Source: an optimization exercise on an open RTL-to-GDS flow (aim: small area and a short achievable clock period). Production flows keep margins and buffers that such runs may drop. RTL that was checked went through simulation tests only; none was proved equivalent to the original. Function not checked in run 5: the RTL went through the layout flow alone.

==> flow/design.v (outline; a module is shown in full before it is edited, if it fits) <==
// module NES_ALU: 52 lines
// module CPU_DP: 348 lines
// module CU_IntCpt: 133 lines
// module CU_FSM: 446 lines
// module CU_CurDec: 728 lines
// module CU_CtlGen: 671 lines
// module nes_cpu: 94 lines
module nes_cpu (
  input         clk,        
  input         b_rst,      
  input         b_nmi,      
  input         b_irq,      
  input  [7:0]  data_in,    
  output [15:0] addr,       
  output        r_bw,       
  output [7:0]  data_out    
  );
  // ...
==> flow/run.sh <==
#!/bin/bash
# synth_recipe.tcl (not shown) runs the flow's synth.tcl, then flattens the netlist and writes it again
# the make line also repeats each setting of config.mk as NAME=value (left out here)
make -C /OpenROAD-flow-scripts/flow DESIGN_CONFIG=/design/flow/config.mk WORK_HOME=/design/flow/orfs CLKGATE_MAP_FILE= SYNTH_SCRIPT=/design/flow/synth_recipe.tcl finish
==> flow/config.mk <==
export PLATFORM = sky130hd
export DESIGN_NAME = nes_cpu
export DESIGN_NICKNAME = nes_cpu
export VERILOG_FILES = /design/flow/design.v
export SDC_FILE = /design/flow/constraint.sdc
export NUM_CORES = 4
export LEC_CHECK = 0
export ABC_AREA = 1
export CAP_MARGIN = 20
export CORE_MARGIN = 2
export CORE_UTILIZATION = 60
export SETUP_SLACK_MARGIN = 5
export SLEW_MARGIN = 20
==> flow/constraint.sdc <==
create_clock -name core_clock -period 12.0 [get_ports {clk}]
set_input_delay 2.4000 -clock core_clock [delete_from_list [all_inputs] [get_ports {clk}]]
set_output_delay 2.4000 -clock core_clock [all_outputs]
set_load 0.01 [all_outputs]
==> flow_summary.yaml, run 1 <==
clocking:
  cts.clk_slew.worst_paths_ns: 0.07
  cts.path.max_buffers: 2
route:
  vias: 16220
  dr_wl_met2_um: 23740
  wirelength_um: 56360
  top_layer: "met5"
critical_path:
  crit_cells: 20
  r2r-start: "CPU_DP_I0.DP_PstInstrR[5]$_DFF_PN0_"
  worstPathArrival_ns: 4.52
  crit_type: "reg -> out"
  r2r_cells: 33
  worstSetupEndpointType: "primary output"
  critPathBufInv: 5
  crit_slowest_cell: "clkdlybuf4s50_1"
yosys:
  synth.distinct_cells: 64
  synth.largest_area_cell: "dfrtp_1"
  synth-simple-area-share_pct: 39.79
  yosysMostFrequentCell: "nand2_1"
die:
  core_mm2: 0.02257
  die_w_um: 155.4
final_layout:
  top_register: "CU_CtlGen_I0.ctl_q"
  layout_commonest_cell: "nand2_1"
  antenna_cells: 1
  multi_input_cells: 1655
  mostFrequentLayoutCells: "nand2_1, inv_1, nor2_1"
  seqAreaFraction_pct: 27.92
timing:
  max_freq_ghz: 0.1444
  min_period_over_period_pct: 57.69
placement:
  io_buffers: 36
outcome:
  status: "timing/DRC/antenna clean"
global_route:
  grt_util_all_layers_pct: 46.00
  grt_pass1_vias: 14670
==> inputs of run 2 (changes only) <==
--- a/flow/config.mk
+++ b/flow/config.mk
@@ -8,6 +8,7 @@
 export ABC_AREA = 1
 export CAP_MARGIN = 20
 export CORE_MARGIN = 2
-export CORE_UTILIZATION = 60
+export CORE_UTILIZATION = 40
+export CTS_BUF_LIST = sky130_fd_sc_hd__clkbuf_4 sky130_fd_sc_hd__clkbuf_8
 export SETUP_SLACK_MARGIN = 5
 export SLEW_MARGIN = 20
==> flow_summary.yaml, run 2 <==
timing:
  setup_violations: 0
  max_freq_ghz: 0.1447
  skew_ns: 0.02196
  tns_ns: 0
  tightest_slew_ns: 1.190
  min_period_over_period_pct: 57.60
  maxSlewHeadroom_pct: 20.07
  post-route-min-period_ns: 6.913
  drv_slew: 0
  final_hold_viol_count: 0
  rsz0062_at_grt: "true"
yosys:
  synth_edf_count: 0
  ys_ff_latch: 168
  synth.largest_area_cell: "dfrtp_1"
  synthTopCellsByCount: "nand2_1, inv_1, nor2_1"
  yosysMostFrequentCell: "nand2_1"
  synthCells: 2194
  synth.distinct_cells: 64
  async_flop_share_pct: 100.0
  ys_seq_area_share_pct: 30.75
  synth_nets: 2235
  avgSynthCellArea_um2: 6.266
  yosys_warnings: 6
  synth_top_area_share_pct: 27.30
  synth_area_leaders: "dfrtp_1, nand2_1, inv_1"
  syn_area_mm2: 0.01375
  ys.flop_type: "dfrtp_1"
global_route:
  grt_pass1_vias: 14150
  grt_pass1_wl_um: 90180
  grt_max_degree: 102
  grt_overflow_total: 0
  antenna_found_initial: 0
  grt_util_all_layers_pct: 33.55
final_layout:
  fin_area_mm2: 0.01515
  layout_commonest_cell: "nand2_1"
  fill_cells: 3618
  drive_above_1_share_pct: 8.723
  syn_to_final_growth_pct: 10.24
  antenna_cells: 0
  mostFrequentLayoutCells: "nand2_1, inv_1, nor2_1"
  largest_register_ffs: 29
  layout.nets: 2275
  final_util_pct: 44.97
  top_register: "CU_CtlGen_I0.ctl_q"
die:
  rows: 67
  core_mm2: 0.03370
  ioPinCount: 37
  start_util_pct: 40.79
  die_w_um: 189.4
  die_area_mm2: 0.03587
  fp.dieH_um: 189.4
placement:
  placed_area_mm2: 0.01454
  io_buffers: 36
  place_hpwl_um: 48680
  place.gp.congestion: 1.014
clocking:
  clock_latency_ns: 0.52
  cts.sinks: 168
  clockRootBuffer: "clkbuf_8"
  cts_tree: "done"
  h-tree-depth: 4
  numCtsBuffers: 17
  cts.clk_slew.worst_paths_ns: 0.09
  cts.path.max_buffers: 2
route:
  route.detailed.wl_per_inst_um: 22.29
  vias: 15610
  drt_iter0_drc: 1877
  wirelength_um: 60080
  drtPass1Iterations: 6
  routed_via_density: 5.792
  post-route-drc-count: 0
  ant_nets: 0
critical_path:
  crit_path_frequent_cell: "nor2_1"
  cp_max_fo: 16
  worstSetupStartpointType: "flop"
  crit_type: "reg -> out"
  critPathBufInv: 6
  worstPathArrival_ns: 4.51
  crit_slowest_cell: "clkdlybuf4s50_1"
  worstPathRequired_ns: 9.60
  cp_slowest_stage_delay_ns: 0.59
  crit_path_cell_trace: "inv_2 > nor2_1 > inv_1 > nor2_2 > inv_1 > nor2_1 > nor2_1 > and2_0 > nand3_1 > nor2_1 > nand2_1 > a21oi_1 > nand2_2 > nor2_4 > nand3_2 > nand2_1 > inv_2 > nand3b_1 > buf_12 > o21ai_0 > clkdlybuf4s50_1"
  critPathTopFamily: "simple AND/OR/NAND/NOR gates"
  worstSetupEndpointType: "primary output"
min_path:
  hold_class: "reg -> reg"
outcome:
  status: "timing/DRC/antenna clean"
flow_run:
  maxCapViolCount: 0
-- run 2: layout make-up --
type	count	area, um^2	area share (%)
flip-flops and latches	168	4230	27.91
clock inverters	13	96.34	0.6357
inverters	338	1269	8.372
repair buffers	54	524.3	3.459
clock buffers	19	255.2	1.684
multi-input cells	1655	8219	54.24
well taps	448	560.5	3.699
-- run 2: logic make-up (layout without fill, tap and decap cells) --
kind of cell / Yosys count / after routing / share of synthesized area (%)
and+or+nand+nor: 1259 / 1259 / 39.79
DFF: 168 / 168 / 30.75
xor gates and xnor gates: 11 / 11 / 0.7008
buffers and inverters: 371 / 424 / 10.64
adders and majority gates: 29 / 29 / 2.749
AOI/OAI and AO/OA: 356 / 356 / 15.37
-- run 2: per-stage QoR --
step / worst slack, ns / hold slack, ns / instances
after floorplan: 6.226 / 0.4474 / 2194
after global placement: 5.152 / 0.4669 / 2653
after detailed placement: 5.039 / 0.4692 / 2653
after CTS: 4.925 / 0.4912 / 2687
after global routing: 4.849 / 0.5222 / 2695
final: 5.087 / 0.4868 / 2695
-- run 2: worst paths after layout --
check                                                    startpoint                               end  slack, ns  cells past startpoint
worst max-delay path               CPU_DP_I0.DP_InstrR[0]$_DFF_PN0_                          addr[14]       5.09                     21
worst min-delay path                CPU_DP_I0.DP_PCH[7]$_DFFE_PN0P_   CPU_DP_I0.DP_PCH[7]$_DFFE_PN0P_       0.49                      2
worst max register to register  CPU_DP_I0.DP_PstInstrR[7]$_DFF_PN0_   CPU_DP_I0.DP_PCH[6]$_DFFE_PN0P_       6.63                     33
worst min register to register      CPU_DP_I0.DP_PCH[7]$_DFFE_PN0P_   CPU_DP_I0.DP_PCH[7]$_DFFE_PN0P_       0.49                      2
max in group asynchronous                                     b_rst  CPU_DP_I0.DP_InstrR[2]$_DFF_PN0_       8.53                      2
min in group asynchronous                                     b_rst   CPU_DP_I0.DP_OpB[5]$_DFFE_PN0P_       2.01                      1
-- run 2: layer usage --
layer | up-vias | share of wire [%] | GRT usage, %
li1 | 7231 | - | -
met1 | 7367 | 44 | 48.96
met2 | 890 | 43 | 49.99
met3 | 121 | 9.6 | 5.802
met4 | 0 | 3.3 | 11.12
met5 | - | 0 | 0
-- run 2: worst register-to-register path, delay by kind of cell (launching register included) --
kind                       cells  cell delay, ns
adders and majority gates      2            0.47
AOI/OAI and AO/OA              1            0.21
DFF                            1            0.54
and+or+nand+nor               28            3.70
buffers and inverters          2            0.34
-- run 2: what timing repair did --
item | in CTS | in global routing
gates resized for setup | 18 | 42
setup buffers | 2 | 8
pin swaps | 1 | 5
hold buffers | 0 | 0
hold endpoints to repair | 0 | 0
endpoints found under the setup margin | 17 | 23
==> inputs of run 3 (changes only) <==
--- a/flow/config.mk
+++ b/flow/config.mk
@@ -9,6 +9,5 @@
 export CAP_MARGIN = 20
 export CORE_MARGIN = 2
 export CORE_UTILIZATION = 40
-export CTS_BUF_LIST = sky130_fd_sc_hd__clkbuf_4 sky130_fd_sc_hd__clkbuf_8
 export SETUP_SLACK_MARGIN = 5
 export SLEW_MARGIN = 20
==> flow_summary.yaml, run 3 <==
yosys:
  synth_edf_count: 0
  ys_seq_area_share_pct: 30.75
  avgSynthCellArea_um2: 6.266
  syn_area_mm2: 0.01375
  async_flop_share_pct: 100.0
  synth_nets: 2235
  yosysMostFrequentCell: "nand2_1"
  synth_top_area_share_pct: 27.30
  synth_area_leaders: "dfrtp_1, nand2_1, inv_1"
  synth.distinct_cells: 64
  synthTopCellsByCount: "nand2_1, inv_1, nor2_1"
  ys_ff_latch: 168
  yosys_warnings: 6
  ys.flop_type: "dfrtp_1"
  synth.largest_area_cell: "dfrtp_1"
  synthCells: 2194
flow_run:
  maxCapViolCount: 0
placement:
  place.gp.congestion: 1.014
  place_hpwl_um: 48680
  io_buffers: 36
  pre_cts_ws_ns: 5.039
  placed_area_mm2: 0.01454
  dp.cells: 2653
clocking:
  cts_tree: "done"
  cts_hold_buf: 0
  cts.sinks: 168
  cts.clk_slew.worst_paths_ns: 0.07
  clockRootBuffer: "clkbuf_16"
  clock_latency_ns: 0.47
  numCtsBuffers: 17
  h-tree-depth: 4
  cts.path.max_buffers: 2
global_route:
  grt_overflow_total: 0
  grt_pass1_vias: 14190
  grt_max_degree: 102
  antenna_found_initial: 0
  grt_pass1_wl_um: 90250
  grt_util_all_layers_pct: 33.65
outcome:
  status: "timing/DRC/antenna clean"
critical_path:
  critPathTopFamily: "simple AND/OR/NAND/NOR gates"
  worstSetupStartpointType: "flop"
  r2r-end: "CU_CtlGen_I0.ctl_q[6]$_DFF_PN1_"
  crit_slowest_cell: "clkdlybuf4s50_1"
  worstPathArrival_ns: 4.44
  cp-endpoint: "data_out[7]"
  cp-startpoint: "CU_CtlGen_I0.Offset_sign$_DFFE_PN0P_"
  crit_type: "reg -> out"
  crit_path_frequent_cell: "nand2_1"
  cp_slowest_stage_delay_ns: 0.55
  crit_path_cell_trace: "nand2_4 > nand2_4 > nand2_1 > nand2_1 > inv_1 > nand2_1 > nor2_2 > nand2_1 > nor2_2 > nand3_1 > a21oi_1 > o21ai_0 > a22oi_2 > inv_1 > ha_1 > a21oi_1 > o211ai_1 > nand3_1 > nand2_1 > nand2_1 > nand2_1 > nand2_1 > nand2_4 > clkdlybuf4s50_1"
  reg2reg_setup_slack_ns: 6.51
  cp_max_fo: 13
  worstSetupEndpointType: "primary output"
  r2r_cells: 25
  crit_cells: 24
  critPathBufInv: 3
  r2r-start: "CPU_DP_I0.DP_InstrR[6]$_DFF_PN1_"
  worstPathRequired_ns: 9.60
final_layout:
  top_register: "CU_CtlGen_I0.ctl_q"
  final-instance-count-excl-fill: 2691
  layout.nets: 2271
  final_util_pct: 45.38
  fin_area_mm2: 0.01529
  syn_to_final_growth_pct: 11.24
  mostFrequentLayoutCells: "nand2_1, inv_1, nor2_1"
  antenna_cells: 0
  drive_above_1_share_pct: 8.114
  layout_commonest_cell: "nand2_1"
  largest_register_ffs: 29
die:
  ioPinCount: 37
  die_w_um: 189.4
  die_area_mm2: 0.03587
  fp.dieH_um: 189.4
  core_mm2: 0.03370
  rows: 67
  start_util_pct: 40.79
timing:
  setup_violations: 0
  tightest_slew_ns: 1.124
  skew_ns: 0.01211
  maxSlewHeadroom_pct: 24.47
  finalHoldWorstSlack_ns: 0.4810
  setup_slack_ns: 5.159
  max_freq_ghz: 0.1462
  tns_ns: 0
  drv_slew: 0
  final_hold_viol_count: 0
  rsz0062_at_grt: "true"
  min_period_over_period_pct: 57.01
  post-route-min-period_ns: 6.841
route:
  drtPass1Iterations: 7
  routed_via_density: 5.789
  wirelength_um: 60070
  post-route-drc-count: 0
  ant_nets: 0
  route.detailed.wl_per_inst_um: 22.32
  drt_iter0_drc: 1991
  vias: 15580
min_path:
  hold_class: "reg -> reg"
run 3: area by class of cell:
cell class	count	area, um^2
tap	448	560.5
sequential	168	4230
clock inverter	13	96.34
multi-input combinational	1655	8180
inverter	338	1269
timing repair buffer	50	513.0
clock buffer	19	442.9
fill	3593	18410
run 3: what timing repair did:
item	in CTS	in global routing
resized for setup	6	43
pin swaps	1	4
setup buffers	1	5
setup endpoints to repair	17	24
run 3: cells by family (layout without fill, tap and decap cells):
logic type	count (synthesis)	after routing	share of synthesized area, %
compound gates	356	356	15.37
simple gates	1259	1259	39.79
xor+xnor	11	11	0.7008
buf+inv	371	420	10.64
flops	168	168	30.75
fa+ha+maj	29	29	2.749
run 3: worst min path at each step:
stage,startpoint,endpoint,slack (ns),depth (start not counted)
final,CPU_DP_I0.DP_PCH[7]$_DFFE_PN0P_,CPU_DP_I0.DP_PCH[7]$_DFFE_PN0P_,0.48,2
after global placement,CPU_DP_I0.DP_PCH[7]$_DFFE_PN0P_,CPU_DP_I0.DP_PCH[7]$_DFFE_PN0P_,0.47,2
after floorplan,CU_CtlGen_I0.ctl_q[4]$_DFF_PN1_,CU_IntCpt_I0.CU_bIRQ_Flg$_DFF_PN1_,0.45,1
after CTS,CPU_DP_I0.DP_PCH[7]$_DFFE_PN0P_,CPU_DP_I0.DP_PCH[7]$_DFFE_PN0P_,0.48,2
after detailed placement,CPU_DP_I0.DP_PCH[7]$_DFFE_PN0P_,CPU_DP_I0.DP_PCH[7]$_DFFE_PN0P_,0.47,2
after global routing,CPU_DP_I0.DP_ACC[1]$_DFFE_PN0P_,CPU_DP_I0.DP_ACC[1]$_DFFE_PN0P_,0.52,2
run 3: metal layers:
metal / GRT usage, % / vias up / part of all wire (%)
met5: 0 / - / 0
met4: 10.20 / 0 / 3.2
met3: 6.469 / 122 / 9.3
met2: 50.21 / 868 / 43
met1: 48.98 / 7358 / 45
li1: - / 7231 / -
run 3: worst register-to-register path, cell delays in order, from the launching register on:
cell and delay [ns]:
dfstp_2 0.57, inv_1 0.13, nand2_1 0.13, nand2_1 0.12, inv_2 0.13, nand2_1 0.13, nor2_1 0.56, inv_1 0.27
nand3_1 0.15, nor3_1 0.06, nand4_1 0.08, nor2_1 0.06, nand2_1 0.18, inv_1 0.06, nand2_1 0.12, inv_1 0.13
nand2_2 0.30, nand2_4 0.17, nand2_1 0.25, nand3_2 0.16, inv_1 0.19, nand2_1 0.09, nor2_1 0.18, nand3_1 0.16
a211oi_1 0.77, a31oi_1 0.21
==> inputs of run 4 (changes only) <==
==> flow/flow/run.sh (new file) <==
#!/bin/bash
set -euo pipefail
export SETUP_SLACK_MARGIN=6.5
bash standard.sh finish > standard_flow.log 2>&1
==> flow/standard.sh (new file) <==
#!/bin/bash
# synth_recipe.tcl (not shown) runs the flow's synth.tcl, then flattens the netlist and writes it again
# the make line also repeats each setting of config.mk as NAME=value (left out here)
make -C /OpenROAD-flow-scripts/flow DESIGN_CONFIG=/design/flow/config.mk WORK_HOME=/design/flow/orfs CLKGATE_MAP_FILE= SYNTH_SCRIPT=/design/flow/synth_recipe.tcl "${@:-finish}"
--- a/flow/config.mk
+++ b/flow/config.mk
@@ -9,5 +9,4 @@
 export CAP_MARGIN = 20
 export CORE_MARGIN = 2
 export CORE_UTILIZATION = 40
-export SETUP_SLACK_MARGIN = 5
 export SLEW_MARGIN = 20
removed: flow/run.sh
==> flow_summary.yaml, run 4 <==
min_path:
  hold_class: "reg -> reg"
timing:
  tns_ns: 0
  max_freq_ghz: 0.1611
  setup_violations: 0
  setup_slack_ns: 5.793
  drv_slew: 0
  min_period_over_period_pct: 51.72
  rsz0062_at_grt: "true"
  final_hold_viol_count: 0
  maxSlewHeadroom_pct: 10.97
  tightest_slew_ns: 1.328
  skew_ns: 0.01631
  post-route-min-period_ns: 6.207
clocking:
  cts_tree: "done"
  cts.sinks: 168
  cts_hold_buf: 0
  cts.clk_slew.worst_paths_ns: 0.07
  h-tree-depth: 4
  clockRootBuffer: "clkbuf_16"
  cts.path.max_buffers: 2
  clock_latency_ns: 0.46
  numCtsBuffers: 17
outcome:
  status: "timing/DRC/antenna clean"
yosys:
  yosysMostFrequentCell: "nand2_1"
  avgSynthCellArea_um2: 6.266
  synth_area_leaders: "dfrtp_1, nand2_1, inv_1"
  ys.flop_type: "dfrtp_1"
  synth.distinct_cells: 64
  synth_nets: 2235
  synth_top_area_share_pct: 27.30
  synth_edf_count: 0
  synthCells: 2194
  synthTopCellsByCount: "nand2_1, inv_1, nor2_1"
  ys_ff_latch: 168
  async_flop_share_pct: 100.0
  syn_area_mm2: 0.01375
  synth.largest_area_cell: "dfrtp_1"
  yosys_warnings: 6
  ys_seq_area_share_pct: 30.75
global_route:
  grt_pass1_wl_um: 95110
  grt_util_all_layers_pct: 35.58
  antenna_found_initial: 0
  grt_overflow_total: 0
  grt_pass1_vias: 15200
  grt_max_degree: 68
route:
  drtPass1Iterations: 6
  ant_nets: 0
  route.detailed.wl_per_inst_um: 22.82
  vias: 16630
  drt_iter0_drc: 1873
  post-route-drc-count: 0
  routed_via_density: 5.780
  wirelength_um: 65650
placement:
  pre_cts_ws_ns: 4.884
  io_buffers: 36
  place_hpwl_um: 49670
  placed_area_mm2: 0.01459
  place.gp.congestion: 1.038
final_layout:
  drive_above_1_share_pct: 29.31
  fin_area_mm2: 0.01856
  antenna_cells: 0
  layout.nets: 2457
  layout_commonest_cell: "nand2_1"
  syn_to_final_growth_pct: 35.01
  mostFrequentLayoutCells: "nand2_1, inv_1, nor2_1"
  largest_register_ffs: 29
  top_register: "CU_CtlGen_I0.ctl_q"
  fill_cells: 3353
die:
  die_area_mm2: 0.03587
  start_util_pct: 40.79
  ioPinCount: 37
  fp.dieH_um: 189.4
  core_mm2: 0.03370
  die_w_um: 189.4
  rows: 67
critical_path:
  worstSetupEndpointType: "primary output"
  cp_max_fo: 4
  crit_type: "reg -> out"
  crit_slowest_cell: "dfrtp_1"
  critPathTopFamily: "simple AND/OR/NAND/NOR gates"
  reg2reg_setup_slack_ns: 6.15
  worstPathArrival_ns: 3.81
  crit_path_cell_trace: "nand2_4 > buf_6 > nand3_2 > nand2_2 > inv_2 > nand2_2 > nor2_4 > nand2_4 > nor2_4 > nand3_2 > a21oi_2 > o21ai_1 > a22oi_2 > inv_2 > ha_4 > a21oi_2 > o211ai_1 > nand3_1 > nand2_1 > nand2_1 > nand2_2 > nand2_4 > a31oi_4 > buf_6"
  worstPathRequired_ns: 9.60
  cp_slowest_stage_delay_ns: 0.39
  worstSetupStartpointType: "flop"
  critPathBufInv: 4
flow_run:
  maxCapViolCount: 0
[run 4: per-layer routing]
| metal | global-route usage (%) | routed length (um) |
|---|---|---|
| met1 | 50.20 | 28090 |
| met2 | 54.55 | 28880 |
| met3 | 6.728 | 6148 |
| met4 | 12.05 | 2530 |
| met5 | 0 | 0 |
[run 4: final cells by class]
cell class / instances / area, um^2 / share of cell area [%]
inverter: 338 / 1330 / 7.166
clock buffer: 22 / 464.2 / 2.501
multi-input combinational: 1655 / 9811 / 52.86
timing repair buffer: 236 / 2074 / 11.18
sequential: 168 / 4235 / 22.82
tap: 448 / 560.5 / 3.020
clock inverter: 10 / 85.08 / 0.4584
[run 4: logic make-up (layout without fill, tap and decap cells)]
logic type	count (synthesis)	in the layout	synth area share [%]
DFF	168	168	30.75
buffers and inverters	371	606	10.64
xor gates and xnor gates	11	11	0.7008
adders and majority gates	29	29	2.749
and+or+nand+nor	1259	1259	39.79
AOI/OAI and AO/OA	356	356	15.37
[run 4: worst reg2reg max path, delay by kind of cell (launching register included)]
family / cells / cell delay [ns]
flops: 1 / 0.42
buf+inv: 15 / 1.79
fa+ha+maj: 4 / 1.25
simple gates: 16 / 1.73
compound gates: 5 / 0.51
[run 4: timing repair]
action | in CTS | in global routing
gates resized for setup | 350 | 308
gates cloned | 1 | 1
endpoints found under the setup margin | 27 | 67
pin swaps | 81 | 93
setup buffers | 102 | 88
[run 4: final timing paths]
check / start / end / cells past startpoint
worst max register to register: CPU_DP_I0.DP_CFlg$_DFFE_PN0P_ / CPU_DP_I0.DP_PCL[6]$_DFFE_PN0P_ / 40
worst min-delay path: CU_CtlGen_I0.ctl_q[4]$_DFF_PN1_ / CU_IntCpt_I0.CU_bIRQ_Flg$_DFF_PN1_ / 1
worst min register to register: CU_CtlGen_I0.ctl_q[4]$_DFF_PN1_ / CU_IntCpt_I0.CU_bIRQ_Flg$_DFF_PN1_ / 1
worst max-delay path: CU_CtlGen_I0.Offset_sign$_DFFE_PN0P_ / addr[15] / 24
max in group asynchronous: b_rst / CPU_DP_I0.DP_OpB[2]$_DFFE_PN0P_ / 2
min in group asynchronous: b_rst / CU_CtlGen_I0.ctl_q[23]$_DFF_PN0_ / 1
[run 4: metrics by stage]
| step | cells | hold WS (ns) | utilization (%) |
|---|---|---|---|
| detailed placement | 2653 | 0.4670 | 43.29 |
| floorplan | 2194 | 0.4474 | - |
| finish | 2877 | 0.4801 | 55.08 |
| global placement | 2653 | 0.4642 | 43.27 |
| CTS | 2788 | 0.4826 | 49.89 |
| global route | 2877 | 0.4924 | 55.08 |
==> module CU_CtlGen, before the edit <==
module CU_CtlGen (
  input CU_phi2, CU_bRST,       
  input [5:0] cur_state,
  input [5:0] next_state,
  input CU_bIRQ_Flg, CU_bNMI_Flg,
  input CU_bDMA_Flg,
  input [7:0] CU_DMA_By,
  input [7:0] CU_InstrR,
  input [7:0] CU_PstInstrR,
  input [7:0] CU_InstrR_D,
  input [7:0] CU_PstInstrR_D,
  input CU_bIRQ_Flg_D, CU_bNMI_Flg_D,
  input CU_OpB_sign,
  input CU_ZFlg, CU_NFlg, CU_CFlg, CU_VFlg, CU_IFlg,
  input CU_ALU_ZFlg, CU_ALU_VFlg, CU_ALU_CFlg, CU_ALU_NFlg,
  output reg CU_ALU_Cin,
  output reg [1:0] CU_ALU_Funct,
  output reg [1:0] CU_ALU_OpBFunct,
  output reg CU_ALU_OpBFunctEN,
  output reg CU_R_bW,
  output reg CU_DMA_By_EN, CU_PCH_EN, CU_PCL_EN, CU_SP_EN, CU_ABL_EN, CU_ABH_EN, CU_DIR_EN, CU_InstrR_EN, CU_PstInstrR_EN,
  output reg CU_PstInstrR_Clr,
  output reg CU_XR_EN, CU_YR_EN, CU_ACC_EN, CU_OpA_EN, CU_OpB_EN,
  output reg [2:0] CU_PC_Bus_Sel,
  output reg [2:0] CU_ADL_Sel,
  output reg [2:0] CU_ADH_Sel,
  output reg [2:0] CU_DB_Sel,
  output reg [2:0] CU_SB_Sel,
  output reg       CU_OpA_Bus_Sel,
  output reg [1:0] CU_OpB_Bus_Sel,
  output reg CU_BFlgB, CU_DFlgB, CU_IFlgB, CU_ZFlgB, CU_NFlgB, CU_CFlgB, CU_VFlgB,
  output reg CU_PR_EN, CU_NFlg_EN, CU_VFlg_EN, CU_BFlg_EN, CU_DFlg_EN, CU_IFlg_EN, CU_ZFlg_EN, CU_CFlg_EN,
  output reg CU_bNMI_SD, CU_bIRQ_SD,
  output [2:0] CU_InstrX,
  output [2:0] CU_InstrY,
  output [1:0] CU_InstrZ,
  output [2:0] CU_PstInstrX
  );
  parameter OR  = 2'b00;     
  parameter AND = 2'b01;     
  parameter XOR = 2'b10;     
  parameter ADC = 2'b11;     
  parameter SHR = 2'b00;     
  parameter SHL = 2'b01;     
  parameter INC = 2'b10;     
  parameter DEC = 2'b11;     
  parameter PCL_to_ADL    = 3'b000;
  parameter SP_to_ADL     = 3'b001;
  parameter DIR_to_ADL    = 3'b010;
  parameter ALUout_to_ADL = 3'b011;
  parameter DMABy_to_ADL  = 3'b100;
  parameter PPU04_to_ADL  = 3'b101;
  parameter PCH_to_ADH    = 3'b000;
  parameter SB_to_ADH     = 3'b001;
  parameter DIR_to_ADH    = 3'b010;
  parameter Pg0_to_ADH    = 3'b011;
  parameter Pg1_to_ADH    = 3'b100;
  parameter DMAPg_to_ADH  = 3'b101;
  parameter PPU20_to_ADH  = 3'b110;
  parameter PR_to_DB      = 3'b000;
  parameter DIR_to_DB     = 3'b001;
  parameter PCL_to_DB     = 3'b010;
  parameter PCH_to_DB     = 3'b011;
  parameter ACC_to_DB     = 3'b100;
  parameter SB_to_DB      = 3'b101;
  parameter ADL_to_SB      = 3'b000;
  parameter ADH_to_SB     = 3'b001;
  parameter XR_to_SB      = 3'b010;
  parameter YR_to_SB      = 3'b011;
  parameter ACC_to_SB     = 3'b100;
  parameter SP_to_SB      = 3'b101;
  parameter ALUout_to_SB  = 3'b110;
  parameter Zero_to_OpAB  = 1'b0;
  parameter SB_to_OpAB    = 1'b1;
  parameter ADH_to_OpBB   = 2'b00;
  parameter ADL_to_OpBB   = 2'b01;
  parameter DB_to_OpBB    = 2'b10;
  parameter bDB_to_OpBB   = 2'b11;
  parameter PCp1_to_PCB     = 3'b000;
  parameter ADDp1_to_PCB    = 3'b001;
  parameter VctIRQ_to_PCB   = 3'b010;
  parameter VctNMI_to_PCB   = 3'b011;
  parameter VctSTART_to_PCB = 3'b100;
  parameter ADD_to_PCB      = 3'b101;   
 parameter En    = 1'b1,
           Dis   = 1'b0,
           Read  = 1'b1,
           Write = 1'b0,
           On    = 1'b1,
           Off   = 1'b0,
           bOn   = 1'b0,
           bOff  = 1'b1;
 parameter [5:0] IS0 = 6'b000000,
                 IS1 = 6'b000001,
                 IS2 = 6'b000010,
                 IS3 = 6'b000011,
                 IS4 = 6'b000100,
                 IS5 = 6'b000101,
                 IS6 = 6'b000110,
                 ST0 = 6'b000111,
              ST1_01 = 6'b001000,
              ST1_02 = 6'b001001,
              ST1_03 = 6'b001010,
              ST1_04 = 6'b001011,
              ST1_05 = 6'b001100,
              ST1_06 = 6'b001101,
              ST1_07 = 6'b001110,
              ST2_01 = 6'b001111,
              ST2_02 = 6'b010000,
              ST2_03 = 6'b010001,
              ST2_04 = 6'b010010,
              ST2_05 = 6'b010011,
              ST2_06 = 6'b010100,
              ST2_07 = 6'b010101,
              ST2_08 = 6'b010110,
              ST2_09 = 6'b010111,
              ST2_10 = 6'b011000,
              ST3_01 = 6'b011001,
              ST3_02 = 6'b011010,
              ST3_03 = 6'b011011,
              ST3_04 = 6'b011100,
              ST3_05 = 6'b011101,
              ST3_06 = 6'b011110,
              ST3_07 = 6'b011111,
              ST3_08 = 6'b100000,
              ST3_09 = 6'b100001,
              ST4_01 = 6'b100010,
              ST4_02 = 6'b100011,
              ST4_03 = 6'b100100,
              ST4_04 = 6'b100101,
              ST5_01 = 6'b100110,
              ST5_02 = 6'b100111,
                DMA0 = 6'b101000,
                DMA1 = 6'b101001;
  reg Offset_sign;
  wire [2:0] CU_PstInstrY;
  wire [1:0] CU_PstInstrZ;
  assign CU_InstrX = CU_InstrR[7:5];
  assign CU_InstrY = CU_InstrR[4:2];
  assign CU_InstrZ = CU_InstrR[1:0];
  assign CU_PstInstrX = CU_PstInstrR[7:5];
  assign CU_PstInstrY = CU_PstInstrR[4:2];
  assign CU_PstInstrZ = CU_PstInstrR[1:0];
always @(posedge CU_phi2 or negedge CU_bRST)
  begin      
    if (!CU_bRST)
      Offset_sign <= 1'b0;
    else if (cur_state == ST2_05)
      Offset_sign <= CU_OpB_sign;
  end
  wire [29:0] ctl_d;
  reg  [29:0] ctl_q;
  CU_CurDec CU_CurDec_I0(
    .cur_state(next_state), .CU_InstrR(CU_InstrR_D), .CU_PstInstrR(CU_PstInstrR_D),
    .CU_bIRQ_Flg(CU_bIRQ_Flg_D), .CU_bNMI_Flg(CU_bNMI_Flg_D), .ctl(ctl_d));
  always @(posedge CU_phi2 or negedge CU_bRST)
    if (!CU_bRST)
      ctl_q <= {1'b0, 1'b0, OR, INC, Dis, Read, 5'b00000,
                PCL_to_ADL, PCH_to_ADH, DIR_to_DB, ALUout_to_SB,
                bOff, bOff, Off, En, En};
    else
      ctl_q <= ctl_d;
  wire cq_Cin, cq_CinUseC, cq_OpBFEN, cq_RbW, cq_W203, cq_S205, cq_S207, cq_S304, cq_SDMA1;
  wire [1:0] cq_Funct, cq_OpBF;
  wire [2:0] cq_ADL, cq_ADH, cq_DB, cq_SB;
  wire cq_NMI_SD, cq_IRQ_SD, cq_IFlgB, cq_ABL_EN, cq_ABH_EN;
  assign {cq_Cin, cq_CinUseC, cq_Funct, cq_OpBF, cq_OpBFEN, cq_RbW,
          cq_W203, cq_S205, cq_S207, cq_S304, cq_SDMA1,
          cq_ADL, cq_ADH, cq_DB, cq_SB,
          cq_NMI_SD, cq_IRQ_SD, cq_IFlgB, cq_ABL_EN, cq_ABH_EN} = ctl_q;
  wire br_taken = ((CU_PstInstrX==3'b000) & ~CU_NFlg) | ((CU_PstInstrX==3'b001) & CU_NFlg) | ((CU_PstInstrX==3'b010) & ~CU_VFlg) | ((CU_PstInstrX==3'b011) & CU_VFlg) | ((CU_PstInstrX==3'b100) & ~CU_CFlg) | ((CU_PstInstrX==3'b101) & CU_CFlg) | ((CU_PstInstrX==3'b110) & ~CU_ZFlg) | ((CU_PstInstrX==3'b111) & CU_ZFlg);
  wire br_add = cq_S205 & br_taken;
  wire dma_sel = (cq_S207 & !CU_bDMA_Flg) | (cq_SDMA1 & (CU_DMA_By != 8'h00));
  always @*
  begin
    CU_ALU_Cin = cq_Cin | (cq_CinUseC & CU_CFlg);
    CU_ALU_Funct = br_add ? ADC : cq_Funct;
    CU_ALU_OpBFunct = {cq_OpBF[1], cq_OpBF[0] | (cq_S304 & Offset_sign)};
    CU_ALU_OpBFunctEN = cq_OpBFEN;
    CU_R_bW = cq_RbW & ~(cq_W203 & ~CU_ALU_CFlg);
    CU_ADL_Sel = br_add ? ALUout_to_ADL : dma_sel ? DMABy_to_ADL : cq_ADL;
    CU_ADH_Sel = dma_sel ? DMAPg_to_ADH : cq_ADH;
    CU_DB_Sel = cq_DB;
    CU_SB_Sel = dma_sel ? ALUout_to_SB : cq_SB;
    CU_bNMI_SD = cq_NMI_SD;
    CU_bIRQ_SD = cq_IRQ_SD;
  end
always @*
 begin
 begin
 CU_DMA_By_EN = Dis;
 CU_PCH_EN = Dis;
 CU_PCL_EN = Dis;
 CU_SP_EN = Dis;
 CU_ABL_EN = cq_ABL_EN;
 CU_ABH_EN = cq_ABH_EN;
 CU_DIR_EN = Dis;
 CU_InstrR_EN = Dis;
 CU_PstInstrR_EN = Dis;
 CU_PstInstrR_Clr = Off;
 CU_XR_EN = Dis;
 CU_YR_EN = Dis;
 CU_ACC_EN = Dis;
 CU_OpA_EN = Dis;
 CU_OpB_EN = Dis;
 CU_PC_Bus_Sel = PCp1_to_PCB;
 CU_OpA_Bus_Sel = Zero_to_OpAB;
 CU_OpB_Bus_Sel = ADH_to_OpBB;
 CU_BFlgB = Off;
 CU_DFlgB = Off;
 CU_IFlgB = cq_IFlgB;
 CU_ZFlgB = Off;
 CU_NFlgB = Off;
 CU_CFlgB = Off;
 CU_VFlgB = Off;
 CU_PR_EN = Dis;
 CU_NFlg_EN = Dis;
 CU_VFlg_EN = Dis;
 CU_BFlg_EN = Dis;
 CU_DFlg_EN = Dis;
 CU_IFlg_EN = Dis;
 CU_ZFlg_EN = Dis;
 CU_CFlg_EN = Dis;
    case (next_state)
    IS0:
    begin
      CU_InstrR_EN =  En;
      CU_PCH_EN = En;
      CU_PCL_EN = En;
      CU_PC_Bus_Sel = ADD_to_PCB;
    end
    IS1:
    begin
     CU_DIR_EN = Dis; 
     CU_PstInstrR_Clr = On;
    end
    IS2:
    begin
      CU_IFlg_EN = En;
      CU_OpB_Bus_Sel = ADL_to_OpBB;
      CU_OpA_Bus_Sel = Zero_to_OpAB;
      CU_OpA_EN = En;
      CU_OpB_EN = En;
    end
    IS3:
    begin
      CU_OpB_Bus_Sel = ADL_to_OpBB;
      CU_OpA_Bus_Sel = Zero_to_OpAB;
      CU_OpA_EN = En;
      CU_OpB_EN = En;
    end
    IS4:
    begin
      CU_OpB_Bus_Sel = ADL_to_OpBB;
      CU_OpA_Bus_Sel = Zero_to_OpAB;
      CU_OpA_EN = En;
      CU_OpB_EN = En;
      if (!CU_bNMI_Flg)
        CU_PC_Bus_Sel = VctNMI_to_PCB;
      else if (!CU_bIRQ_Flg | ((CU_InstrX==3'b000)&(CU_InstrY==3'b000)&(CU_InstrZ==2'b00)))
        CU_PC_Bus_Sel = VctIRQ_to_PCB;
      else 
        CU_PC_Bus_Sel = VctSTART_to_PCB;
      CU_PCH_EN = En;
      CU_PCL_EN = En;
    end
    IS5:
    begin
      CU_DIR_EN = En;
      CU_PC_Bus_Sel = PCp1_to_PCB;
      CU_PCH_EN = En;
      CU_PCL_EN = En;
      CU_SP_EN = En;
    end
    IS6:
    begin
      CU_DIR_EN = En;
      CU_OpB_Bus_Sel = DB_to_OpBB;
      CU_OpA_Bus_Sel = Zero_to_OpAB;
      CU_OpA_EN = En;
      CU_OpB_EN = En;
    end
    ST0:
    begin
      CU_InstrR_EN =  En;
      CU_PCH_EN = En;
      CU_PCL_EN = En;
      if (((CU_PstInstrX==3'b001)&(CU_PstInstrY==3'b000)&(CU_PstInstrZ==2'b00)) | ((CU_PstInstrX==3'b010)&(CU_PstInstrY==3'b011)&(CU_PstInstrZ==2'b00)) | ((CU_PstInstrX==3'b011)&(CU_PstInstrY==3'b011)&(CU_PstInstrZ==2'b00)) | ((CU_PstInstrX[2]==1'b0)&(CU_PstInstrX[0]==1'b0)&(CU_PstInstrY==3'b010)&(CU_PstInstrZ==2'b00)) | ((CU_PstInstrX==3'b010)&(CU_PstInstrY==3'b000)&(CU_PstInstrZ==2'b00)))  
        CU_PC_Bus_Sel = ADDp1_to_PCB;
      else
        CU_PC_Bus_Sel = ADDp1_to_PCB;
    end
    ST1_01:
    begin
      CU_DIR_EN = En;
      CU_PC_Bus_Sel = PCp1_to_PCB;
      CU_PCH_EN = En;
      CU_PCL_EN = En;
      CU_PstInstrR_EN = En;
    end
    ST1_02:
    begin
      CU_DIR_EN = En;
      CU_PC_Bus_Sel = PCp1_to_PCB;
      CU_PCH_EN = En;
      CU_PCL_EN = En;
      CU_PstInstrR_EN = En;
    end
    ST1_03:
    begin
      CU_DIR_EN = Dis; 
      CU_PstInstrR_EN = En;
    end
    ST1_04:
    begin
      CU_DIR_EN = En;
      CU_PC_Bus_Sel = PCp1_to_PCB;
      CU_PCH_EN = En;
      CU_PCL_EN = En;
      CU_PstInstrR_EN = En;
    end
    ST1_05:
    begin
      CU_DIR_EN = En;
      CU_PC_Bus_Sel = PCp1_to_PCB;
      CU_PCH_EN = En;
      CU_PCL_EN = En;
      CU_PstInstrR_EN = En;
    end
    ST1_06:
    begin
      CU_DIR_EN = En;
      CU_PC_Bus_Sel = PCp1_to_PCB;
      CU_PCH_EN = En;
      CU_PCL_EN = En;
      CU_PstInstrR_EN = En;
    end
    ST1_07:
    begin
      CU_DIR_EN = Dis;
      CU_PstInstrR_EN = En;
    end
    ST2_01:
    begin
      CU_DIR_EN = Dis;
      CU_OpB_Bus_Sel = ADL_to_OpBB;
      CU_OpA_Bus_Sel = SB_to_OpAB;
      CU_OpA_EN = En;
      CU_OpB_EN = En;
    end
    ST2_02:
    begin
      CU_DIR_EN = En;
      CU_OpB_Bus_Sel = ADL_to_OpBB;
      CU_OpA_Bus_Sel = Zero_to_OpAB;
      CU_OpA_EN = En;
      CU_OpB_EN = En;
    end
    ST2_03:
    begin
      CU_DIR_EN = En;
      CU_OpB_Bus_Sel = DB_to_OpBB;
      CU_OpA_Bus_Sel = SB_to_OpAB;
      CU_OpA_EN = En;
      CU_OpB_EN = En;
      CU_PC_Bus_Sel = PCp1_to_PCB;
      if (((CU_InstrY==3'b100)&(CU_InstrZ==2'b01)))
      begin
        CU_PCH_EN = Dis;
        CU_PCL_EN = Dis;
      end
      else
      begin
        CU_PCH_EN = En;
        CU_PCL_EN = En;
      end
    end
    ST2_04:
    begin
      CU_DIR_EN = En;
      CU_OpB_Bus_Sel = DB_to_OpBB;
      CU_OpA_Bus_Sel = Zero_to_OpAB;
      CU_OpA_EN = En;
      CU_OpB_EN = En;
      CU_PC_Bus_Sel = PCp1_to_PCB;
      if (((CU_InstrY==3'b000)&(CU_InstrZ==2'b01)))
        begin
        CU_PCH_EN = Dis;
        CU_PCL_EN = Dis;
        end
      else
        begin
        CU_PCH_EN = En;
        CU_PCL_EN = En;
        end
    end
    ST2_05:
    begin
      CU_InstrR_EN = En;
      CU_OpB_Bus_Sel = DB_to_OpBB;
      CU_OpA_Bus_Sel = SB_to_OpAB;
      CU_OpA_EN = En;
      CU_OpB_EN = En;
      CU_ABH_EN = En;
      CU_ABL_EN = En;
      if (((CU_PstInstrX==3'b000) & ~CU_NFlg) | ((CU_PstInstrX==3'b001) & CU_NFlg) | ((CU_PstInstrX==3'b010) & ~CU_VFlg) | ((CU_PstInstrX==3'b011) & CU_VFlg) | ((CU_PstInstrX==3'b100) & ~CU_CFlg) | ((CU_PstInstrX==3'b101) & CU_CFlg) | ((CU_PstInstrX==3'b110) & ~CU_ZFlg) | ((CU_PstInstrX==3'b111) & CU_ZFlg) )
        CU_PC_Bus_Sel = ADD_to_PCB;
      else
        CU_PC_Bus_Sel = ADDp1_to_PCB;
      CU_PCH_EN = En;
      CU_PCL_EN = En;
    end
    ST2_06:
    begin
      CU_DIR_EN = En;
    end
    ST2_07:
    begin
      if ((CU_InstrX==3'b100))
        CU_DIR_EN = Dis;
      else
        CU_DIR_EN = En; 
    end
    ST2_08:
    begin
      CU_DIR_EN = Dis;
    end
    ST2_09:
    begin
      CU_DIR_EN = Dis;
      CU_OpB_Bus_Sel = ADL_to_OpBB;
      CU_OpA_Bus_Sel = Zero_to_OpAB;
      CU_OpA_EN = En;
      CU_OpB_EN = En;
    end
    ST2_10:
    begin
      CU_OpB_Bus_Sel = ADL_to_OpBB;
      CU_OpA_Bus_Sel = Zero_to_OpAB;
      CU_OpA_EN = En;
      CU_OpB_EN = En;
      CU_PCH_EN = Dis;
      CU_PCL_EN = Dis;
    end
    ST3_01:
    begin
      CU_DIR_EN = Dis;
      CU_OpB_Bus_Sel = ADH_to_OpBB;
      CU_OpA_Bus_Sel = Zero_to_OpAB;
      CU_OpA_EN = En;
      CU_OpB_EN = En;
    end
    ST3_02:
    begin
      CU_DIR_EN = Dis;
    end
    ST3_03:
    begin
      CU_DIR_EN = En;
      CU_PC_Bus_Sel = ADDp1_to_PCB;
      CU_PCH_EN = En;
      CU_PCL_EN = En;
    end
    ST3_04:
    begin
      CU_PC_Bus_Sel = ADD_to_PCB;
      CU_OpB_Bus_Sel = ADH_to_OpBB;
      CU_OpA_Bus_Sel = Zero_to_OpAB;
      CU_OpA_EN = En;
      CU_OpB_EN = En;
      CU_DIR_EN = Dis;
      CU_PCH_EN = Dis;
      CU_PCL_EN = En;
      CU_ABL_EN = Dis;
      CU_ABH_EN = En;
    end
    ST3_05:
    begin
      CU_DIR_EN = En;
      CU_ABL_EN = En;
      CU_ABH_EN = En;
    end
    ST3_06:
    begin
      CU_DIR_EN = Dis;
      CU_OpB_Bus_Sel = DB_to_OpBB;
      CU_OpA_Bus_Sel = Zero_to_OpAB;
      CU_OpA_EN = En;
      CU_OpB_EN = En;
    end
    ST3_07:
    begin
      CU_OpB_Bus_Sel = ADL_to_OpBB;
      CU_OpA_Bus_Sel = Zero_to_OpAB;
      CU_OpA_EN = En;
      CU_OpB_EN = En;
    end
    ST3_08:
    begin
      CU_DIR_EN = En;
      CU_SP_EN = En;
    end
    ST3_09:
    begin
      CU_DIR_EN = En;
      CU_OpB_Bus_Sel = ADL_to_OpBB;
      CU_OpA_Bus_Sel = Zero_to_OpAB;
      CU_OpA_EN = En;
      CU_OpB_EN = En;
    end
    ST4_01:
    begin
      CU_NFlgB = CU_ALU_NFlg;
      CU_ZFlgB = CU_ALU_ZFlg;
      CU_CFlgB = CU_ALU_CFlg;
      CU_NFlg_EN = En;
      CU_ZFlg_EN = En;
      if (((CU_InstrX[2]==1'b0)&(CU_InstrZ==2'b10)))
        CU_CFlg_EN = En; 
    end
    ST4_02:
    begin
      CU_DIR_EN = En;
      CU_OpB_Bus_Sel = ADL_to_OpBB;
      CU_OpA_Bus_Sel = Zero_to_OpAB;
      CU_OpA_EN = En;
      CU_OpB_EN = En;
      CU_PR_EN = En;
    end
    ST4_03:
    begin
      CU_DIR_EN = En;
      CU_SP_EN = En;
      CU_OpB_Bus_Sel = DB_to_OpBB;
      CU_OpA_Bus_Sel = Zero_to_OpAB;
      CU_OpA_EN = En;
      CU_OpB_EN = En;  
    end
    ST4_04:
    begin
      CU_DIR_EN = En;
      CU_OpB_Bus_Sel = DB_to_OpBB;
      CU_OpA_Bus_Sel = Zero_to_OpAB;
      CU_OpA_EN = En;
      CU_OpB_EN = En;
      CU_PC_Bus_Sel = PCp1_to_PCB;
      CU_PCH_EN = En;
      CU_PCL_EN = En;   
    end
    ST5_01:
    begin
      CU_DIR_EN = En;
      CU_SP_EN = En;
      CU_OpB_Bus_Sel = DB_to_OpBB;
      CU_OpA_Bus_Sel = Zero_to_OpAB;
      CU_OpA_EN = En;
      CU_OpB_EN = En;  
    end
    ST5_02:
    begin
      CU_DIR_EN = Dis;
      CU_PC_Bus_Sel = ADDp1_to_PCB;
      CU_PCH_EN = En;
      CU_PCL_EN = En;
    end
    DMA0:
    begin
      CU_DMA_By_EN = En;
      CU_DIR_EN = En;
    end
    DMA1:
    begin
      if(CU_DMA_By == 8'hFF)
      begin
        if ((CU_InstrX==3'b100))
          CU_DIR_EN = Dis;
        else
          CU_DIR_EN = En; 
      end
    end 
  endcase
  if (next_state == ST0 | next_state == IS0)
    if (((CU_PstInstrX==3'b000) & (CU_PstInstrZ==2'b01)) | ((CU_PstInstrX==3'b001) & (CU_PstInstrZ==2'b01)) | ((CU_PstInstrX==3'b010) & (CU_PstInstrZ==2'b01)) | ((CU_PstInstrX==3'b011) & (CU_PstInstrZ==2'b01)) | ((CU_PstInstrX==3'b001) & ((CU_PstInstrY==3'b001)|(CU_PstInstrY==3'b011))&(CU_PstInstrZ==2'b00)))
      begin
        CU_OpA_Bus_Sel = SB_to_OpAB;
        CU_OpB_Bus_Sel = DB_to_OpBB;
        CU_OpA_EN = En;
        CU_OpB_EN = En;
      end
    else if (((CU_PstInstrX==3'b101) & (CU_PstInstrZ==2'b01)) | ((CU_PstInstrX==3'b101) & (CU_PstInstrZ==2'b10) & (CU_PstInstrY!=3'b010) & (CU_PstInstrY!=3'b100) & (CU_PstInstrY!=3'b110)) | ((CU_PstInstrX==3'b101) & (CU_PstInstrZ==2'b00) & (CU_PstInstrY!=3'b010) & (CU_PstInstrY!=3'b100) & (CU_PstInstrY!=3'b110)) |((CU_PstInstrX==3'b101)&(CU_PstInstrY==3'b110)&(CU_PstInstrZ==2'b10)) |((CU_PstInstrX==3'b100)&(CU_PstInstrY[1:0]==2'b10)&(CU_PstInstrZ==2'b10)) |((CU_PstInstrX==3'b100)&(CU_PstInstrY==3'b110)&(CU_PstInstrZ==2'b00)) |((CU_PstInstrX==3'b101)&(CU_PstInstrY==3'b010)&(CU_PstInstrZ[0]==1'b0)) | ((CU_PstInstrX[2]==1'b0)&(CU_PstInstrX[0]==1'b1)&(CU_PstInstrY==3'b010)&(CU_PstInstrZ==2'b00)) |((CU_PstInstrX==3'b000) & (CU_PstInstrY==3'b010) & (CU_PstInstrZ==2'b10)) | ((CU_PstInstrX==3'b010) & (CU_PstInstrY==3'b010) & (CU_PstInstrZ==2'b10)) |((CU_PstInstrX==3'b001) & (CU_PstInstrY==3'b010) & (CU_PstInstrZ==2'b10)) |((CU_PstInstrX==3'b011) & (CU_PstInstrY==3'b010) & (CU_PstInstrZ==2'b10)) |((((CU_PstInstrX==3'b100) & (CU_PstInstrZ==2'b00)) | ((CU_PstInstrX==3'b110) & (CU_PstInstrZ==2'b10))) & (CU_PstInstrY==3'b010)) |((CU_PstInstrX[2:1]==2'b11) & (CU_PstInstrY==3'b010) & (CU_PstInstrZ==2'b00)))
      begin
        CU_OpA_Bus_Sel = Zero_to_OpAB;
        CU_OpB_Bus_Sel = DB_to_OpBB;
        CU_OpA_EN = En;
        CU_OpB_EN = En;
      end
    else if (((CU_PstInstrX==3'b110) & (CU_PstInstrZ==2'b01)) | ((CU_PstInstrX==3'b111) & (CU_PstInstrZ==2'b01)) |((CU_PstInstrZ==2'b00) & (CU_PstInstrX==3'b111) & ((CU_PstInstrY==3'b000) | (CU_PstInstrY==3'b001) | (CU_PstInstrY==3'b011))) |((CU_PstInstrZ==2'b00) & (CU_PstInstrX==3'b110) & ((CU_PstInstrY==3'b000) | (CU_PstInstrY==3'b001) | (CU_PstInstrY==3'b011))))
      begin
        CU_OpA_Bus_Sel = SB_to_OpAB;
        CU_OpB_Bus_Sel = bDB_to_OpBB;
        CU_OpA_EN = En;
        CU_OpB_EN = En;
      end
    else if (((CU_PstInstrX[2]==1'b0)&(CU_PstInstrX[0]==1'b0)&(CU_PstInstrY==3'b010)&(CU_PstInstrZ==2'b00))) 
      begin
          CU_SP_EN = En;
      end
    else if (((CU_PstInstrY==3'b110) & (CU_PstInstrZ==2'b00) &(CU_PstInstrX==3'b010)))
      begin
        CU_IFlgB = Off;
        CU_IFlg_EN = En;
      end
    else if (((CU_PstInstrY==3'b110) & (CU_PstInstrZ==2'b00) &(CU_PstInstrX==3'b011)))
      begin
        CU_IFlgB = On;
        CU_IFlg_EN = En;
      end
    else if (((CU_PstInstrY==3'b110) & (CU_PstInstrZ==2'b00) &(CU_PstInstrX==3'b000)))
      begin
        CU_CFlgB = Off;
        CU_CFlg_EN = En;
      end
    else if (((CU_PstInstrY==3'b110) & (CU_PstInstrZ==2'b00) &(CU_PstInstrX==3'b001)))
      begin
        CU_CFlgB = On;
        CU_CFlg_EN = En;
      end
    else if (((CU_PstInstrY==3'b110) & (CU_PstInstrZ==2'b00) &(CU_PstInstrX==3'b101)))
      begin
        CU_VFlgB = Off;
        CU_VFlg_EN = En;
      end
    else if (((CU_PstInstrY==3'b110) & (CU_PstInstrZ==2'b00) &(CU_PstInstrX==3'b111)))
      begin
        CU_DFlgB = On;
        CU_DFlg_EN = En;
      end
    else if (((CU_PstInstrY==3'b110) & (CU_PstInstrZ==2'b00) &(CU_PstInstrX==3'b110)))
      begin
        CU_DFlgB = Off;
        CU_DFlg_EN = En;
      end
    if ((next_state == ST1_01) | (next_state == ST1_02) | (next_state == ST1_03) | (next_state == ST1_04) | (next_state == ST1_05) | (next_state == ST1_06) | (next_state == ST1_07) | (next_state == IS1))
      begin
        CU_NFlgB = CU_ALU_NFlg;
        CU_ZFlgB = CU_ALU_ZFlg; 
        CU_CFlgB = CU_ALU_CFlg;
        CU_VFlgB = CU_ALU_VFlg;
        if (((CU_PstInstrZ==2'b01) & (CU_PstInstrX!=3'b100) & (CU_PstInstrX!=3'b110)) | (((CU_PstInstrX==3'b011) |(CU_PstInstrX==3'b000)|(CU_PstInstrX==3'b001)|(CU_PstInstrX==3'b010)) & (CU_PstInstrY==3'b010) & (CU_PstInstrZ==2'b10)) | ((CU_PstInstrX==3'b101) & (CU_PstInstrZ==2'b10) & (CU_PstInstrY!=3'b010) & (CU_PstInstrY!=3'b100) & (CU_PstInstrY!=3'b110)) |((CU_PstInstrX==3'b101) & (CU_PstInstrZ==2'b00) & (CU_PstInstrY!=3'b010) & (CU_PstInstrY!=3'b100) & (CU_PstInstrY!=3'b110)) | ((CU_PstInstrX==3'b110) & (CU_PstInstrZ==2'b01)) | ((CU_PstInstrZ==2'b00) & (CU_PstInstrX==3'b111) & ((CU_PstInstrY==3'b000) | (CU_PstInstrY==3'b001) | (CU_PstInstrY==3'b011))) | ((CU_PstInstrZ==2'b00) & (CU_PstInstrX==3'b110) & ((CU_PstInstrY==3'b000) | (CU_PstInstrY==3'b001) | (CU_PstInstrY==3'b011))) | ((CU_PstInstrX==3'b011)&(CU_PstInstrY==3'b010)&(CU_PstInstrZ==2'b00)) | ((CU_PstInstrX==3'b100)&(((CU_PstInstrY==3'b010)&(CU_PstInstrZ==2'b10))|((CU_PstInstrY==3'b110)&(CU_PstInstrZ==2'b00)))) |((((((CU_PstInstrX==3'b110)|(CU_PstInstrX==3'b101))&(CU_PstInstrY==3'b010))|((CU_PstInstrX==3'b101)&(CU_PstInstrY==3'b110)))&(CU_PstInstrZ==2'b10))|(CU_PstInstrR==8'hE8)) | (((CU_PstInstrX==3'b101)|(CU_PstInstrX==3'b100)|(CU_PstInstrX==3'b110))&(CU_PstInstrY==3'b010)&(CU_PstInstrZ==2'b00)) | ((CU_PstInstrX==3'b001) & ((CU_PstInstrY==3'b001)|(CU_PstInstrY==3'b011))&(CU_PstInstrZ==2'b00)))
        begin
          CU_NFlg_EN = En;
          CU_ZFlg_EN = En;
        end
        if (((CU_PstInstrX==3'b110) & (CU_PstInstrZ==2'b01)) | ((CU_PstInstrZ==2'b00) & (CU_PstInstrX==3'b111) & ((CU_PstInstrY==3'b000) | (CU_PstInstrY==3'b001) | (CU_PstInstrY==3'b011))) | ((CU_PstInstrZ==2'b00) & (CU_PstInstrX==3'b110) & ((CU_PstInstrY==3'b000) | (CU_PstInstrY==3'b001) | (CU_PstInstrY==3'b011))) | ((CU_PstInstrX==3'b011) & (CU_PstInstrZ==2'b01)) | ((CU_PstInstrX==3'b111) & (CU_PstInstrZ==2'b01)) | (((CU_PstInstrX==3'b011) |(CU_PstInstrX==3'b000)|(CU_PstInstrX==3'b001)|(CU_PstInstrX==3'b010)) & (CU_PstInstrY==3'b010) & (CU_PstInstrZ==2'b10)))
          CU_CFlg_EN = En;
        if (((CU_PstInstrX==3'b001) & ((CU_PstInstrY==3'b001)|(CU_PstInstrY==3'b011))&(CU_PstInstrZ==2'b00)) | ((CU_PstInstrX==3'b011) & (CU_PstInstrZ==2'b01)) | ((CU_PstInstrX==3'b111) & (CU_PstInstrZ==2'b01)))
          CU_VFlg_EN = En;
        if (((CU_PstInstrX==3'b100)&(CU_PstInstrY==3'b110)&(CU_PstInstrZ==2'b10)))
          CU_SP_EN = En;
        else if(((CU_PstInstrZ==2'b01) & (CU_PstInstrX!=3'b100) & (CU_PstInstrX!=3'b110)) | (((CU_PstInstrX==3'b011) |(CU_PstInstrX==3'b000)|(CU_PstInstrX==3'b001)|(CU_PstInstrX==3'b010)) & (CU_PstInstrY==3'b010) & (CU_PstInstrZ==2'b10)) | ((CU_PstInstrX==3'b011)&(CU_PstInstrY==3'b010)&(CU_PstInstrZ==2'b00)) | ((CU_PstInstrX==3'b100)&(((CU_PstInstrY==3'b010)&(CU_PstInstrZ==2'b10))|((CU_PstInstrY==3'b110)&(CU_PstInstrZ==2'b00)))))
          CU_ACC_EN = En;
        else if (((CU_PstInstrX==3'b101) & (CU_PstInstrZ==2'b10) & (CU_PstInstrY!=3'b010) & (CU_PstInstrY!=3'b100) & (CU_PstInstrY!=3'b110)) | ((((((CU_PstInstrX==3'b110)|(CU_PstInstrX==3'b101))&(CU_PstInstrY==3'b010))|((CU_PstInstrX==3'b101)&(CU_PstInstrY==3'b110)))&(CU_PstInstrZ==2'b10))|(CU_PstInstrR==8'hE8)))
          CU_XR_EN = En;
        else if (((CU_PstInstrX==3'b101) & (CU_PstInstrZ==2'b00) & (CU_PstInstrY!=3'b010) & (CU_PstInstrY!=3'b100) & (CU_PstInstrY!=3'b110)) | (((CU_PstInstrX==3'b101)|(CU_PstInstrX==3'b100)|(CU_PstInstrX==3'b110))&(CU_PstInstrY==3'b010)&(CU_PstInstrZ==2'b00)))
          CU_YR_EN = En;
        if (((CU_PstInstrX==3'b001)&(CU_PstInstrY==3'b010)&(CU_PstInstrZ==2'b00)))
          CU_PR_EN = En;
      end           
end
end
endmodule:CU_CtlGen
==> inputs of run 5 (changes only) <==
--- a/flow/design.v
+++ b/flow/design.v
@@ -1972,15 +1972,18 @@
           cq_ADL, cq_ADH, cq_DB, cq_SB,
           cq_NMI_SD, cq_IRQ_SD, cq_IFlgB, cq_ABL_EN, cq_ABH_EN} = ctl_q;
   wire br_taken = ((CU_PstInstrX==3'b000) & ~CU_NFlg) | ((CU_PstInstrX==3'b001) & CU_NFlg) | ((CU_PstInstrX==3'b010) & ~CU_VFlg) | ((CU_PstInstrX==3'b011) & CU_VFlg) | ((CU_PstInstrX==3'b100) & ~CU_CFlg) | ((CU_PstInstrX==3'b101) & CU_CFlg) | ((CU_PstInstrX==3'b110) & ~CU_ZFlg) | ((CU_PstInstrX==3'b111) & CU_ZFlg);
-  wire br_add = cq_S205 & br_taken;
-  wire dma_sel = (cq_S207 & !CU_bDMA_Flg) | (cq_SDMA1 & (CU_DMA_By != 8'h00));
+  wire cs_S205 = (cur_state == ST2_05);
+  wire cs_S304 = (cur_state == ST3_04);
+  wire cs_W203 = (cur_state == ST2_03) & (CU_InstrX==3'b100);
+  wire br_add = cs_S205 & br_taken;
+  wire dma_sel = ((cur_state == ST2_07) & !CU_bDMA_Flg) | ((cur_state == DMA1) & (CU_DMA_By != 8'h00));
   always @*
   begin
     CU_ALU_Cin = cq_Cin | (cq_CinUseC & CU_CFlg);
     CU_ALU_Funct = br_add ? ADC : cq_Funct;
-    CU_ALU_OpBFunct = {cq_OpBF[1], cq_OpBF[0] | (cq_S304 & Offset_sign)};
+    CU_ALU_OpBFunct = {cq_OpBF[1], cq_OpBF[0] | (cs_S304 & Offset_sign)};
     CU_ALU_OpBFunctEN = cq_OpBFEN;
-    CU_R_bW = cq_RbW & ~(cq_W203 & ~CU_ALU_CFlg);
+    CU_R_bW = cq_RbW & ~(cs_W203 & ~CU_ALU_CFlg);
     CU_ADL_Sel = br_add ? ALUout_to_ADL : dma_sel ? DMABy_to_ADL : cq_ADL;
     CU_ADH_Sel = dma_sel ? DMAPg_to_ADH : cq_ADH;
     CU_DB_Sel = cq_DB;
@@ -1995,7 +1998,7 @@
  CU_PCH_EN = Dis;
  CU_PCL_EN = Dis;
  CU_SP_EN = Dis;
- CU_ABL_EN = cq_ABL_EN;
+ CU_ABL_EN = cq_ABL_EN & ~(br_add & (CU_OpB_sign ^ CU_ALU_CFlg));
  CU_ABH_EN = cq_ABH_EN;
  CU_DIR_EN = Dis;
  CU_InstrR_EN = Dis;
@@ -2204,8 +2207,6 @@
       CU_OpA_Bus_Sel = SB_to_OpAB;
       CU_OpA_EN = En;
       CU_OpB_EN = En;
-      CU_ABH_EN = En;
-      CU_ABL_EN = En;
       if (((CU_PstInstrX==3'b000) & ~CU_NFlg) | ((CU_PstInstrX==3'b001) & CU_NFlg) | ((CU_PstInstrX==3'b010) & ~CU_VFlg) | ((CU_PstInstrX==3'b011) & CU_VFlg) | ((CU_PstInstrX==3'b100) & ~CU_CFlg) | ((CU_PstInstrX==3'b101) & CU_CFlg) | ((CU_PstInstrX==3'b110) & ~CU_ZFlg) | ((CU_PstInstrX==3'b111) & CU_ZFlg) )
         CU_PC_Bus_Sel = ADD_to_PCB;
       else
@@ -2274,14 +2275,10 @@
       CU_DIR_EN = Dis;
       CU_PCH_EN = Dis;
       CU_PCL_EN = En;
-      CU_ABL_EN = Dis;
-      CU_ABH_EN = En;
     end
     ST3_05:
     begin
       CU_DIR_EN = En;
-      CU_ABL_EN = En;
-      CU_ABH_EN = En;
     end
     ST3_06:
     begin
==> flow/run.sh (new file) <==
#!/bin/bash
# synth_recipe.tcl (not shown) runs the flow's synth.tcl, then flattens the netlist and writes it again
# the make line also repeats each setting of config.mk as NAME=value (left out here)
make -C /OpenROAD-flow-scripts/flow DESIGN_CONFIG=/design/flow/config.mk WORK_HOME=/design/flow/orfs CLKGATE_MAP_FILE= SYNTH_SCRIPT=/design/flow/synth_recipe.tcl finish
--- a/flow/config.mk
+++ b/flow/config.mk
@@ -9,4 +9,5 @@
 export CAP_MARGIN = 20
 export CORE_MARGIN = 2
 export CORE_UTILIZATION = 40
+export SETUP_SLACK_MARGIN = 5
 export SLEW_MARGIN = 20
removed: flow/flow/run.sh
removed: flow/standard.sh
==> flow_summary.yaml, run 5 <==
yosys:
  synthCells: 2246
  async_flop_share_pct: 100.0
  ys_ff_latch: 163
  avgSynthCellArea_um2: 6.303
  synth_top_area_share_pct: 25.63
  syn_area_mm2: 0.01416
  synth_edf_count: 0
  synthTopCellsByCount: "nand2_1, inv_1, nor2_1"
  synth_area_leaders: "dfrtp_1, nand2_1, inv_1"
  synth.distinct_cells: 66
  ys_seq_area_share_pct: 28.97
  ys.flop_type: "dfrtp_1"
global_route:
  grt_overflow_total: 0
  grt_util_all_layers_pct: 33.77
  grt_max_degree: 95
  grt_pass1_vias: 15160
die:
  die_w_um: 192.1
  rows: 68
  core_mm2: 0.03471
  start_util_pct: 40.78
  die_area_mm2: 0.03691
  ioPinCount: 37
  fp.dieH_um: 192.1
critical_path:
  worstSetupStartpointType: "flop"
  r2r-end: "CPU_DP_I0.DP_PCH[0]$_DFFE_PN0P_"
  r2r_cells: 28
  worstPathArrival_ns: 4.53
  reg2reg_setup_slack_ns: 5.96
  crit_slowest_cell: "clkdlybuf4s50_1"
  cp_slowest_stage_delay_ns: 0.54
  r2r-start: "CPU_DP_I0.DP_InstrR[4]$_DFF_PN0_"
  crit_type: "reg -> out"
  worstPathRequired_ns: 9.60
min_path:
  hold_depth: 2
  hold_start: "CPU_DP_I0.DP_NFlg$_DFFE_PN0P_"
  hold_class: "reg -> reg"
  worstHoldEndpoint: "CPU_DP_I0.DP_NFlg$_DFFE_PN0P_"
clocking:
  clockRootBuffer: "clkbuf_16"
  cts_hold_buf: 0
  cts.sinks: 163
  cts.path.max_buffers: 2
  numCtsBuffers: 17
  cts.clk_slew.worst_paths_ns: 0.08
timing:
  tightest_slew_ns: 1.239
  rsz0062_at_grt: "true"
  final_hold_viol_count: 0
  tns_ns: 0
  setup_violations: 0
  min_period_over_period_pct: 57.73
  finalHoldWorstSlack_ns: 0.4895
  maxSlewHeadroom_pct: 17.41
  max_freq_ghz: 0.1444
route:
  ant_nets: 0
  drtPass1Iterations: 6
  post-route-drc-count: 0
  route.detailed.wl_per_inst_um: 22.29
  vias: 16240
  routed_via_density: 5.868
  wirelength_um: 61670
final_layout:
  ff_latch_area_mm2: 0.004106
  layout.nets: 2340
  layout_commonest_cell: "nand2_1"
  drive_above_1_share_pct: 13.88
  multi_input_area_mm2: 0.008746
  antenna_cells: 0
  top_register: "CU_CtlGen_I0.ctl_q"
  fill_cells: 3735
placement:
  place.gp.congestion: 1.059
  place_hpwl_um: 48530
outcome:
  status: "timing/DRC/antenna clean"
==> run 5: cell types whose count changed in the layout (fill, tap and decap cells not counted), sizes merged, moves of 5 or more <==
cell / delta
o21ai: +13
buf: -189
a21oi: -15
dlymetal6s2s: +10
clkdlybuf4s50: +14
nor2: +13
nand3: +7
o311ai: +6
dfrtp: -5
inv: +33
o31ai: +7
==> run 5: area by class of cell <==
cell class | count | area share, %
Tap cell | 455 | 3.553
Multi-Input combinational cell | 1681 | 54.58
Inverter | 366 | 8.582
Timing Repair Buffer | 70 | 4.006
Sequential cell | 163 | 25.63
Clock inverter | 13 | 0.8824
Clock buffer | 19 | 2.764
==> run 5: cells by family after synthesis <==
| logic type | synth area share (%) |
|---|---|
| AOI/OAI and AO/OA | 15.41 |
| xor gates and xnor gates | 0.5569 |
| and+or+nand+nor | 41.10 |
| buffers and inverters | 11.29 |
| DFF | 28.97 |
| adders and majority gates | 2.669 |
==> run 5: routing by layer <==
metal	track usage, %	routed length [um]	vias to the layer above
li1	-	-	7447
met4	14.62	2504	0
met5	0	0	-
met3	7.546	6194	169
met1	46.19	26540	7661
met2	50.91	26430	961
==> run 5: critical path: cells and delay by family (launching register included) <==
family / cells / cell delay, ns
compound gates: 4 / 0.48
fa+ha+maj: 1 / 0.28
buf+inv: 7 / 1.04
flops: 1 / 0.45
simple gates: 17 / 1.78
==> run 5: timing repair <==
item,in CTS,in global routing
pin swaps,8,16
resized for setup,38,61
endpoints found under the hold margin,0,0
endpoints found under the setup margin,21,25
setup buffers,12,16
==> run 5: how the worst max path moves through the flow <==
stage | cells past startpoint | to
after floorplan | 26 | addr[14]
after global placement | 26 | addr[13]
after detailed placement | 26 | addr[13]
after CTS | 27 | addr[13]
after global routing | 29 | addr[12]
final | 29 | addr[12]
==> run 5: stage by stage <==
stage / worst slack, ns / util [%] / std cells / area (um^2)
after floorplan: 6.387 / - / 2246 / 14160
after global placement: 4.664 / 42.96 / 2707 / 14910
after detailed placement: 4.683 / 42.96 / 2707 / 14910
after CTS: 4.929 / 45.24 / 2751 / 15710
after global routing: 4.775 / 46.16 / 2767 / 16020
final: 5.073 / 46.16 / 2767 / 16020

==> what the ideal ports hide <==
The results above use ideal ports. As a check the final layouts listed here were re-extracted and re-timed, cells and wires unchanged. Step 1 sets driving cells, clkbuf_16 on the clock port and buf_2 on the other inputs (assumed; they add their load-dependent delay and slew). Step 2 moves the port delays by t, midway between the first and last clock arrival at a register: inputs arrive t later, outputs are due t later. That takes back most of the time a late clock gives input paths. Three values: ideal ports, drivers, drivers and shift; two values: the first two.
run	t (ns)	slack for setup (ns)	worst hold slack (ns)	worst setup path after step 2	worst slew at a driven data input, ns
run 1	0.497	5.077 / 5.027 / 5.524	0.490 / 0.490 / 0.490	register to output	0.06
run 2	0.560	5.087 / 5.036 / 5.596	0.487 / 0.487 / 0.487	register to output	0.04
run 3	0.516	5.159 / 5.103 / 5.619	0.481 / 0.481 / 0.481	register to output	0.04
run 4	0.512	5.793 / 5.736 / 6.150	0.480 / 0.480 / 0.480	register to register	0.04
run 5	0.515	5.073 / 5.014 / 5.529	0.489 / 0.489 / 0.489	register to output	0.04
After both steps every run listed still meets setup and hold.
